What follows belongs to an exercise in optimizing a design on an open flow for small area; a production flow would make more cautious choices. For this run, only the layout was checked, not whether the RTL still works. Power and IR drop assume default switching activity.

## flow/design.v

```verilog
module DigitalSystemDesigning(
	clk,
	rst,
	sw,
	state_in,
	row,
	col_r,
	col_g,
	seg_row,
	seg_col
);
	input clk,rst,sw;
	input[3:0] state_in;
	output[7:0] row;
	output[7:0] col_r;
	output[7:0] col_g;
	output[7:0] seg_row;
	output[7:0] seg_col;
	localparam GO = 3'd0, LEFT = 3'd1, RIGHT = 3'd2, STOP = 3'd3, OFF = 3'd4, BLANK = 3'd5;
	localparam P_GO = 2'd0, P_L = 2'd1, P_R = 2'd2, P_S = 2'd3;
	reg[4:0] a;
	reg[7:0] c;
	reg[2:0] c8d;
	reg[2:0] e2;
	reg[2:0] e1;
	wire a_wrap = (a == 5'd24);
	always@(posedge clk)
		if(rst)
			a <= 0;
		else if(a_wrap)
			a <= 0;
		else
			a <= a + 1'b1;
	always@(posedge clk)
		if(rst)
			c <= 0;
		else if(a_wrap)
			c <= (c == 8'd249) ? 8'd0 : c + 1'b1;
	always@(posedge clk)
		if(rst)
			c8d <= 0;
		else if(a == 5'd1 && c == 8'd125)
			c8d <= c8d + 1'b1;
	always@(posedge clk)
		if(rst)
			e2 <= 0;
		else if(a == 5'd13)
			e2 <= e2 + 1'b1;
	always@(posedge clk)
		if(rst)
			e1 <= 0;
		else if(a == 5'd1 && c[0])
			e1 <= e1 + 1'b1;
	wire sec_base = (c == 8'd0) && (c8d == 3'd4);
	wire tick_1Hz = sec_base && (a == 5'd0);
	wire tick_1Hz_d = sec_base && (a == 5'd1);
	reg[7:0] b1d;
	reg[7:0] b2d;
	reg flagd;
	always@(posedge clk)
		if(rst)
			b1d <= 8'd240;
		else if(b1d == 8'd240)
			b1d <= 0;
		else
			b1d <= b1d + 1'b1;
	always@(posedge clk)
		if(rst)
			begin
				b2d <= 0;
				flagd <= 1'b1;
			end
		else if(b1d == 8'd240)
			begin
				if(!flagd)
					begin
						if(b2d == 8'd239)
							flagd <= 1'b1;
						else
							b2d <= b2d + 1'b1;
					end
				else
					begin
						if(b2d == 8'd0)
							flagd <= 1'b0;
						else
							b2d <= b2d - 1'b1;
					end
			end
	wire on_d = (b1d > b2d);
	wire[3:0] ns = sw ? state_in : 4'b1111;
	reg[2:0] cur;
	reg[1:0] prev;
	reg pend;
	reg[3:0] c10l;
	reg[3:0] c10r;
	reg[2:0] c5s;
	always@(posedge clk)
		if(rst)
			c10l <= 0;
		else if(tick_1Hz)
			begin
				if(!pend)
					c10l <= 0;
				else if(prev == P_L)
					c10l <= (c10l == 4'd10) ? 4'd0 : c10l + 1'b1;
			end
	always@(posedge clk)
		if(rst)
			c10r <= 0;
		else if(tick_1Hz)
			begin
				if(!pend)
					c10r <= 0;
				else if(prev == P_R)
					c10r <= (c10r == 4'd10) ? 4'd0 : c10r + 1'b1;
			end
	always@(posedge clk)
		if(rst)
			c5s <= 0;
		else if(tick_1Hz)
			begin
				if(!pend)
					c5s <= 0;
				else if(prev == P_S)
					c5s <= (c5s == 3'd5) ? 3'd0 : c5s + 1'b1;
			end
	reg keep;
	always@(*)
		case(prev)
			P_L: keep = pend && (c10l != 4'd10);
			P_R: keep = pend && (c10r != 4'd10);
			P_S: keep = pend && (c5s != 3'd5);
			default: keep = 1'b0;
		endcase
	always@(posedge clk)
		if(rst)
			begin
				cur <= GO;
				prev <= P_GO;
				pend <= 1'b0;
			end
		else
			case(ns)
				4'b0001:
					begin
						cur <= LEFT;
						prev <= P_L;
						pend <= 1'b1;
					end
				4'b0010:
					begin
						cur <= RIGHT;
						prev <= P_R;
						pend <= 1'b1;
					end
				4'b0100:
					begin
						cur <= STOP;
						prev <= P_S;
						pend <= 1'b1;
					end
				4'b1111:
					cur <= OFF;
				4'b0000:
					begin
						cur <= keep ? {1'b0, prev} : GO;
						pend <= keep;
					end
				default:
					;
			endcase
	reg[2:0] cur_d;
	always@(posedge clk)
		if(rst)
			cur_d <= BLANK;
		else
			cur_d <= cur;
	wire[2:0] idx = (cur_d == GO) ? e2 : e1;
	reg[2:0] rid;
	always@(posedge clk)
		if(rst)
			rid <= 0;
		else
			rid <= idx;
	assign row = (cur_d == BLANK) ? 8'hFF : ~(8'd1 << idx);
	reg[7:0] pat_go;
	always@(*)
		case(rid[1:0] - c8d[1:0])
			2'd0: pat_go = 8'b1100_0011;
			2'd1: pat_go = 8'b0110_0110;
			2'd2: pat_go = 8'b0011_1100;
			default: pat_go = 8'b0001_1000;
		endcase
	reg[7:0] pat_l;
	always@(*)
		case(rid[2] ? ~rid[1:0] : rid[1:0])
			2'd0: pat_l = 8'b0000_1000;
			2'd1: pat_l = 8'b0000_1100;
			2'd2: pat_l = 8'b0000_0110;
			default: pat_l = 8'b0111_1111;
		endcase
	wire[15:0] pat_l2 = {pat_l, pat_l} >> c8d;
	wire[7:0] arrow = pat_l2[7:0];
	wire[7:0] arrow_rev = {arrow[0], arrow[1], arrow[2], arrow[3], arrow[4], arrow[5], arrow[6], arrow[7]};
	reg[7:0] pat_x;
	always@(*)
		case(rid[2] ? ~rid[1:0] : rid[1:0])
			2'd0: pat_x = 8'b1000_0001;
			2'd1: pat_x = 8'b0100_0010;
			2'd2: pat_x = 8'b0010_0100;
			default: pat_x = 8'b0001_1000;
		endcase
	assign col_r = (cur_d == STOP) ? pat_x : 8'd0;
	assign col_g = (cur_d == GO) ? (on_d ? pat_go : 8'd0) :
		(cur_d == LEFT) ? arrow :
		(cur_d == RIGHT) ? arrow_rev : 8'd0;
	reg sr7, sr6;
	wire clk_p = (a == 5'd0) ? (!c[0] && cur_d != BLANK) : c[0];
	always@(posedge clk)
		if(rst || !sw)
			begin
				sr7 <= 1'b1;
				sr6 <= 1'b1;
			end
		else
			begin
				sr7 <= clk_p;
				sr6 <= !clk_p;
			end
	assign seg_row = {sr7, sr6, 6'b11_1111};
	wire swd = !(sr7 && sr6);
	reg[3:0] uni;
	reg[3:0] ten;
	always@(posedge clk)
		if(rst)
			begin
				uni <= 0;
				ten <= 0;
			end
		else if(tick_1Hz_d)
			begin
				if(!swd)
					begin
						uni <= 0;
						ten <= 0;
					end
				else if(uni == 4'd9)
					begin
						uni <= 0;
						ten <= (ten == 4'd9) ? 4'd0 : ten + 1'b1;
					end
				else
					uni <= uni + 1'b1;
			end
	wire[3:0] digit = sr6 ? ten : uni;
	reg[7:0] seg;
	always@(*)
		case(digit)
			4'd0: seg = sr6 ? 8'b0000_0000 : 8'b1111_1100;
			4'd1: seg = 8'b0110_0000;
			4'd2: seg = 8'b1101_1010;
			4'd3: seg = 8'b1111_0010;
			4'd4: seg = 8'b0110_0110;
			4'd5: seg = 8'b1011_0110;
			4'd6: seg = 8'b1011_1110;
			4'd7: seg = 8'b1110_0000;
			4'd8: seg = 8'b1111_1110;
			default: seg = 8'b1111_0110;
		endcase
	assign seg_col = swd ? seg : 8'd0;
endmodule
```

## flow/run.sh

```bash
#!/bin/bash
# synth_recipe.tcl (not shown) runs the flow's synth.tcl, then flattens the netlist and writes it again
# the make line also repeats each setting of config.mk as NAME=value (left out here)
make -C /OpenROAD-flow-scripts/flow DESIGN_CONFIG=/design/flow/config.mk WORK_HOME=/design/flow/orfs CLKGATE_MAP_FILE= SYNTH_SCRIPT=/design/flow/synth_recipe.tcl finish
```

## flow/config.mk

```make
export PLATFORM = sky130hd
export DESIGN_NAME = DigitalSystemDesigning
export DESIGN_NICKNAME = DigitalSystemDesigning
export VERILOG_FILES = /design/flow/design.v
export SDC_FILE = /design/flow/constraint.sdc
export NUM_CORES = 4
export LEC_CHECK = 0
export CAP_MARGIN = 20
export CORE_MARGIN = 2
export CORE_UTILIZATION = 40
export PLACE_DENSITY = 0.6
export SLEW_MARGIN = 20
```

## flow/constraint.sdc

```tcl
create_clock -name core_clock -period 5.0 [get_ports {clk}]
set_input_delay 1.0000 -clock core_clock [delete_from_list [all_inputs] [get_ports {clk}]]
set_output_delay 1.0000 -clock core_clock [all_outputs]
set_load 0.01 [all_outputs]
```

==> run notes <==
The flow ran to the end and the layout has no timing, DRC or antenna violations. From left edge to right edge, the die measures between 100 and 150 um. In this run the worst hold path is classified as flip-flop to flip-flop.

The worst setup skew after layout came out at 6.48 ps. Summed over all layers, the global routing overflow is 0. The part of the total power dissipated in sequential elements is 34.5%. In this run, the clock network consumes 30.0% of the power.

The average cell area after synthesis came out at ~8 um^2. Setup repair after global routing left no endpoint under its margin. The warning count from the yosys run is 1. The number of I/O port buffers came out at 39. The buffer count from post-CTS setup fixing came out at 0. The most critical setup path has its startpoint at cur_d[2]$_SDFF_PP1_. The share of post-route cells with drive strength above 1 came out at 6.18%.

After layout, the worst path uses 80.4% of the clock period. The detailed-router iteration count before antenna repair came out at 4. The number of antenna violations at the first check in global routing came out at 0. Adding up every negative setup slack in the final design gives 0 ps. The data required time of the worst path came out at 4000 ps. The worst slew margin relative to its limit came out at ~33%. Yosys mapped a number of flops with a built-in enable equal to 0. The number of buffers created by CTS is 9. The via count is 4182. The clock slew at the register clock pins of the worst setup and hold paths came out at 60 ps. The placement row count came out at 40. The gate count of the mapped netlist is 608.

The switching share of power is 35.0%. The placed wire-length estimate after detailed placement came out at approximately 7500 um. The maximum number of pins on one net before global-route repair came out at 55. The switching power came out at 742 uW. The critical path arrival is 3020 ps. The max-slew violation count is 0. The combinational cell fraction of total power came out at 35.5%. The maximum operating frequency came out at 249 MHz. The clock drives 72 sinks. The area growth from synthesis to layout came out at 14.1%.

For the pin with the worst max-slew slack, the measured transition is 1010 ps. The sequential-to-total area share from yosys stat came out at 29.6%. The total core area is between 0.01 and 0.015 mm^2. The clock tree from TritonCTS is built. The cell area power density is 381 mW/mm^2.

Setup violations remaining at the end of the flow were counted as 0. The die span in y came out at 114 um. The count of cells resized by post-cts repair came out at 0. In the synthesized netlist the dominant register cell turns out to be dfxtp_1. The kind of end point of the critical path is an output port.

The wire length on met2 is 4730 um. The number of I/O pins is 47. At the end of routability-driven placement, the weighted congestion stood at 0.855.

After detailed routing, no signal wire sits above met4. For this block, the routed nets add up to 10200 um of wire. The placed standard-cell area came out at 0.00527 mm^2. The via count of the first global-routing pass came out at 3926. The H-tree was split into 3 levels. The critical path start-end classification is flip-flop to output port.

The hold buffer count at CTS came out at 0. The total of max-cap violations came out at 0. After the first detailed-routing iteration, the DRC count stood at 194. The total die area came out at 0.0131 mm^2. The internal power component is 1.38 mW. Detailed routing placed a total of 326 um of wire on met3.

The finished cells cover 0.00556 mm^2. The maximum count of clock buffers along a single path came out at 2. The share of async-settable or async-resettable flops after synthesis came out at 0%. The start of the worst register-to-register path is flagd$_SDFFE_PP1N_. The post-synthesis instance area came out at 0.00487 mm^2. The number of vias per cell is 5.38. The count of antenna diodes in the layout is 0. Along the worst path, the maximum fanout reaches 8.

The starting density of the core came out at 40.7%. The nature of the critical path startpoint is a flip-flop. The number of nets in the finished design is 674.

The number of unique standard cell types used by synthesis came out at between 60 and 70. In this run, synthesis produced a sequential element count of 72. The clock reaches the later pin of the worst-skew pair after 340 ps.

The detail route stage leaves a number of antenna-violating nets equal to 0. In this run the most critical hold path is launched from cur[0]$_SDFFE_PP0P_. The leakage power is roughly 2.1 nW. The final-report hold violation count came out at 0. The sum of routed wire segments on met1 came out at 4930 um. The minimum clock period is a little over 4000 ps. The maximum vdd ir drop is 0.207 mV. The overall track demand over capacity in global routing is 16.1%.

CTS placed an instance of clkbuf_16 at the clock tree root. Dividing the detail-routed wire length by the instance count gives 13.0 um. The count of unresolved DRC violations after routing is 0. The wire length of the first global-routing pass came out at 17300 um.
-- cells in the mapped netlist, types with 2 or more instances --
library cell | n | area, um^2
nor2_1 | 79 | 297
dfxtp_1 | 72 | 1440
a21oi_1 | 48 | 240
ha_1 | 40 | 500
inv_1 | 37 | 139
nand2_1 | 33 | 124
o21ai_0 | 31 | 155
nand3_1 | 24 | 120
clkbuf_1 | 21 | 78.8
xor2_1 | 21 | 184
xnor2_1 | 19 | 166
nor2b_1 | 15 | 93.8
nor3_1 | 15 | 75.1
buf_4 | 13 | 97.6
nand4_1 | 11 | 68.8
mux2i_1 | 9 | 90.1
nand2b_1 | 9 | 56.3
o221ai_1 | 9 | 78.8
or2_2 | 8 | 50.1
a211oi_1 | 7 | 52.6
o21bai_1 | 6 | 45.0
nor4_1 | 5 | 31.3
a21o_1 | 4 | 30.0
nand3b_1 | 4 | 30.0
nand4b_1 | 4 | 35.0
a21oi_4 | 3 | 48.8
a221oi_1 | 3 | 26.3
a31oi_1 | 3 | 18.8
nor3b_1 | 3 | 22.5
o21a_1 | 3 | 22.5
o22ai_1 | 3 | 18.8
or3_1 | 3 | 18.8
a21boi_0 | 2 | 15.0
a22oi_1 | 2 | 15.0
a311o_1 | 2 | 20.0
and3_1 | 2 | 12.5
conb_1 | 2 | 7.51
nand4bb_1 | 2 | 22.5
nor4bb_1 | 2 | 20.0
o31ai_1 | 2 | 15.0
-- flip-flops by register name, summed over array words and instances, names as in the netlist, 4 cells and up --
name / count
c: 8
a: 5
uni: 4
b1d: 8
c10r: 4
ten: 4
c10l: 4
b2d: 8
-- critical path, cell delays in order, from the launching register on --
cell and delay, ps:
dfxtp_1 360, nor3_1 700, o21ai_0 190, a211oi_1 480, o21ai_0 250, o221ai_1 140, clkdlybuf4s50_1 570
-- path summary, 6_finish.rpt --
check | end | slack [ps] | depth (start not counted)
setup / recovery | col_g[6] | 980 | 6
hold / removal | cur_d[0]$_SDFF_PP1_ | 470 | 1
hold reg to reg | cur_d[0]$_SDFF_PP1_ | 470 | 1
setup reg to reg | b2d[7]$_SDFFE_PP0P_ | 2480 | 7
-- layer usage --
layer,up-vias,track usage (%)
met4,0,5.93
met5,-,0
met1,1942,20.3
met2,66,26.7
li1,2157,-
met3,17,3.71
-- power by group through the flow --
stage	Clock [mW]	Combinational [mW]	Sequential, mW
6_report	0.637	0.753	0.731
5_1_grt	0.683	0.865	0.741
4_1_cts	0.654	0.756	0.731
3_5_place_dp	0	0.744	0.743
3_3_place_gp	0	0.727	0.739
2_1_floorplan	0	0.620	0.712
-- per-stage QoR --
step / utilization, % / hold slack (ps) / instances / power (mW) / worst slack, ps
after floorplan: - / 417 / 613 / 1.33 / 2100
after global placement: 44.0 / 454 / 762 / 1.47 / 1470
after detailed placement: 44.0 / 463 / 762 / 1.49 / 1380
after CTS: 46.5 / 477 / 778 / 2.14 / 997
after global routing: 46.5 / 495 / 778 / 2.29 / 812
final: 46.5 / 473 / 778 / 2.12 / 978
-- kinds of logic after synthesis --
family	count (synthesis)	share of synthesized area (%)
compound gates	138	18.5
xor+xnor	40	7.19
fa+ha+maj	41	10.7
buf+inv	75	6.96
flops	72	29.6
mux	10	2.08
other cells	2	0.154
simple gates	230	24.9
-- layout make-up --
| type | instances | area (um^2) |
|---|---|---|
| fillers | 1181 | 6400 |
| well taps | 147 | 184 |
| clock inverters | 7 | 71.3 |
| flip-flops and latches | 72 | 1440 |
| clock buffers | 9 | 225 |
| inverters | 38 | 143 |
| multi-input cells | 466 | 3110 |
| repair buffers | 39 | 385 |
-- cell usage in the layout (no fill, tap or decap), drive strengths merged, types with 5 or more instances in the layout --
master	instances
nand3	24
nor3	15
nand2	33
clkdlybuf4s50	38
clkbuf	9
nor4	5
nand2b	9
conb	7
ha	40
o221ai	9
dfxtp	72
a211oi	7
inv	38
nor2b	15
clkinv	6
o21ai	31
or2	8
nand4b	5
xor2	21
a21oi	51
nor2	80
nand4	11
o21bai	6
xnor2	19
mux2i	9

-- afterwards: timing with drivers on the ports --
Ports are ideal in the flow. The routed layout listed here was re-timed in OpenROAD.
Step 1, drivers: a clkbuf_16 drives clk and a buf_2 each remaining input, both assumed.
Step 2 also shifts input and output timing later by t, the mid clock arrival at the registers, as if the neighbouring blocks saw the same clock.
Three values: no drivers, after step 1, after step 2; two values: the first two.
t (ns): 0.368
setup WS [ns]: 0.978 / 0.942 / 1.310
latest minus earliest clock arrival (ns): 0.007 / 0.007
worst slew at a driven data input, ns: 0.03
After both steps this run still meets setup and hold. The setup slack of this run moves by -0.036 ns with the drivers and by +0.332 ns with both steps.
